What follows belongs to an exercise in optimizing a design on an open flow for small area, a short achievable clock period and few clock cycles; a production flow would make more cautious choices.
Where RTL was checked, it was by simulation tests only, not by an equivalence proof against the original.
The flow treats the clock pin as an ideal source, which a real chip does not have.
No activity file was given, so power comes from the tool's default toggle rates.

Design MF, start of the top module:
module MF(
	clk,
	rst_n,
	invalid,
	image_in,
	outvalid,
	image_out
);
export LEC_CHECK = 0
export CAP_MARGIN = 20
export CORE_MARGIN = 2
export CORE_UTILIZATION = 65
export CTS_BUF_LIST = sky130_fd_sc_hd__clkbuf_16
export CTS_CLUSTER_DIAMETER = 60
export CTS_CLUSTER_SIZE = 24
export SLEW_MARGIN = 20
create_clock -name core_clock -period 10.0 [get_ports {clk}]
standard.sh (not shown) runs the stock make flow with config.mk's settings and CLKGATE_MAP_FILE= SYNTH_SCRIPT=/design/flow/synth_recipe.tcl, a recipe that flattens the netlist after the stock synthesis.
==> flow/flow/run.sh <==
#!/bin/bash
set -euo pipefail
bash standard.sh SETUP_SLACK_MARGIN=7.5 finish > orfs_flow.log 2>&1
Change:
==> flow/flow/run.sh (replaced) <==
#!/bin/bash
set -euo pipefail
bash standard.sh SETUP_SLACK_MARGIN=7.2 finish > orfs_flow.log 2>&1
Outcome: Non-clock buffer count came out lower by 5. Final area came out lower by about 1.5%. Clock power came out lower by about 3%. Sequential power barely changes. Power came out lower by 2.5%. Synthesized cell count does not change. Die area stays the same. Synthesized area does not change. Via count came out lower by 1.3%. Worst setup slack gets better by 0.014 ns.
Function was not checked in any run of this note: the RTL went through the layout flow alone.

Setup of zinc:
Another version of the RTL of MF (not shown whole).
For scale: ~800 cells after synthesis, about 240 flip-flops, roughly 20 I/O pins, about 7600 sq um of cells after synthesis.
Design MF, start of the top module:
module MF(
	clk,
	rst_n,
	invalid,
	image_in,
	outvalid,
	image_out
);
==> flow/config.mk <==
export PLATFORM = sky130hd
export DESIGN_NAME = MF
export DESIGN_NICKNAME = MF
export VERILOG_FILES = /design/flow/design.v
export SDC_FILE = /design/flow/constraint.sdc
export NUM_CORES = 4
export LEC_CHECK = 0
export ABC_AREA = 1
export CAP_MARGIN = 20
export CORE_MARGIN = 2
export CORE_UTILIZATION = 65
export CTS_BUF_LIST = sky130_fd_sc_hd__clkbuf_16
export CTS_CLUSTER_DIAMETER = 80
export CTS_CLUSTER_SIZE = 30
export GPL_TIMING_DRIVEN = 0
export SLEW_MARGIN = 20
==> flow/constraint.sdc <==
create_clock -name core_clock -period 10.0 [get_ports {clk}]
set_input_delay 2.0000 -clock core_clock [delete_from_list [all_inputs] [get_ports {clk}]]
set_output_delay 2.0000 -clock core_clock [all_outputs]
set_load 0.01 [all_outputs]
==> flow/flow/run.sh <==
#!/bin/bash
set -euo pipefail
KNOBS="SETUP_SLACK_MARGIN=7.45"
bash standard.sh $KNOBS cts > orfs_flow_cts.log 2>&1
R=orfs/results/$FLOW_PLATFORM/MF/base
openroad -no_init -exit -threads "${NUM_CORES:-4}" flow/unroot.tcl > unroot.log 2>&1
bash standard.sh $KNOBS finish > orfs_flow_finish.log 2>&1
==> flow/flow/unroot.tcl <==
set odb orfs/results/$::env(FLOW_PLATFORM)/MF/base/4_cts.odb
read_db $odb
set block [ord::get_db_block]
set port_net [[$block findBTerm clk] getNet]
set roots {}
foreach it [$port_net getITerms] { lappend roots [$it getInst] }
if {[llength $roots] != 1} { puts "unroot: clock port drives [llength $roots] cells; left as is"; exit 0 }
set root [lindex $roots 0]
set master [[$root getMaster] getName]
if {![string match "sky130_fd_sc_hd__clkbuf_*" $master]} { puts "unroot: root is $master; left as is"; exit 0 }
set out_net ""
foreach it [$root getITerms] {
  if {[$it isOutputSignal]} { set out_net [$it getNet] }
}
set loads {}
foreach it [$out_net getITerms] {
  if {[$it getInst] ne $root} { lappend loads $it }
}
if {[llength $loads] > 4 || [llength [$out_net getBTerms]] > 0} { puts "unroot: root drives [llength $loads] pins; left as is"; exit 0 }
foreach it $loads { $it disconnect; $it connect $port_net }
puts "unroot: removed [$root getName] ($master); clock port now drives [llength $loads] buffers"
odb::dbInst_destroy $root
odb::dbNet_destroy $out_net
write_db $odb
zinc completed every stage of the flow, and the final layout passed the timing, DRC and antenna checks.
Testbench counts of zinc, summed over its fixed seeds: cycles 14,464.
The following lists how garnet was set up differently from zinc:
- clearing GPL_TIMING_DRIVEN, which used to be 0
## What came out
For the global-route usage, garnet came in 1.7 points lower than zinc did. zinc → garnet: final clock period utilization by the worst path -0.23 points, worst setup slack went up 0.023 ns. garnet vs zinc — peak clock frequency supported by timing rose 0.84%.
Relative to garnet, the following input files were edited for delta:
--- a/flow/flow/run.sh
+++ b/flow/flow/run.sh
@@ -2,3 +2,3 @@
 set -euo pipefail
-KNOBS="SETUP_SLACK_MARGIN=7.45"
+KNOBS="SETUP_SLACK_MARGIN=7.7"
 bash standard.sh $KNOBS cts > orfs_flow_cts.log 2>&1
==> run summary <==
- Compare delta and garnet | count of plain and timing-repair buffers higher: delta
- delta and garnet ended up with nearly the same clock skew.
- Of delta and garnet, delta shows the higher utilization, with garnet below it.
- The run with more routed wire is delta, not garnet.
- Sequential share of layout area in delta is 0.84 points below garnet.
- Against garnet, delta reports a count of vias placed by the detailed router that is higher.
- Compared with garnet, delta shows maximum frequency lower by 2.0 MHz.
- Of delta and garnet, garnet shows the lower overall routing resource usage, with delta above it.
- Run comparison: delta launching instance or port of the critical path outvalid$_DFF_P_; garnet launching instance or port of the critical path image_out[5]$_DFF_P_
- On worst setup margin, the lower figure sits with delta, not garnet.
#### Input delta (tundra over delta)
- CAP_MARGIN now 5, was 20
- SLEW_MARGIN now 5, was 20
--- a/flow/flow/run.sh
+++ b/flow/flow/run.sh
@@ -2,3 +2,3 @@
 set -euo pipefail
-KNOBS="SETUP_SLACK_MARGIN=7.7"
+KNOBS="SETUP_SLACK_MARGIN=7.45"
 bash standard.sh $KNOBS cts > orfs_flow_cts.log 2>&1
[summary]
- Between tundra and delta, it is tundra whose setup slack is higher, by 0.015 ns.
- tundra vs. delta: sequential power share went up by 0.7 points.
- Changes observed in tundra relative to delta: clock power up about 1%; overall power after layout down 1.9%.
- tundra ended with less final critical-path share of the clock period than delta.
- tundra — part of the total power dissipated in the clock network 0.7 points higher, delta as reference

[afterwards: timing with drivers on the ports]
How much do the figures lean on ideal ports? The routed layouts below were timed once more, with nothing changed but the port constraints. Step 1 assumes that a clkbuf_16 drives the clock port and a buf_2 every other input. Step 2 adds t to the input delays and takes it off the output delays; t is the mean of the earliest and latest rising clock arrival at the registers after step 1. Input paths then give back, and output paths get back, about the clock's delay inside the block. Three values: ideal, step 1, step 2; two values: the first two.
| run | shift t [ns] | setup WS [ns] | hold WS [ns] | worst setup path at the end | worst slew at a driven data input, ns |
|---|---|---|---|---|---|
| the first run of note 1 | 0.496 | 7.042 / 7.002 / 6.707 | 0.323 / 0.323 / 0.323 | input to register | 0.06 |
| the second run of note 1 | 0.497 | 7.056 / 7.015 / 6.736 | 0.330 / 0.330 / 0.330 | input to register | 0.04 |
| zinc | 0.391 | 7.208 / 7.154 / 7.076 | 0.334 / 0.334 / 0.334 | input to register | 0.05 |
| garnet | 0.388 | 7.231 / 7.179 / 6.974 | 0.330 / 0.330 / 0.330 | input to register | 0.04 |
| delta | 0.387 | 7.216 / 7.165 / 7.085 | 0.329 / 0.329 / 0.329 | input to register | 0.05 |
| tundra | 0.388 | 7.231 / 7.179 / 6.974 | 0.330 / 0.330 / 0.330 | input to register | 0.04 |
After both steps every run listed still meets setup and hold. For the first run of note 1, which loses most, drivers alone change the setup slack by -0.040 ns; drivers and shift together by -0.335 ns.
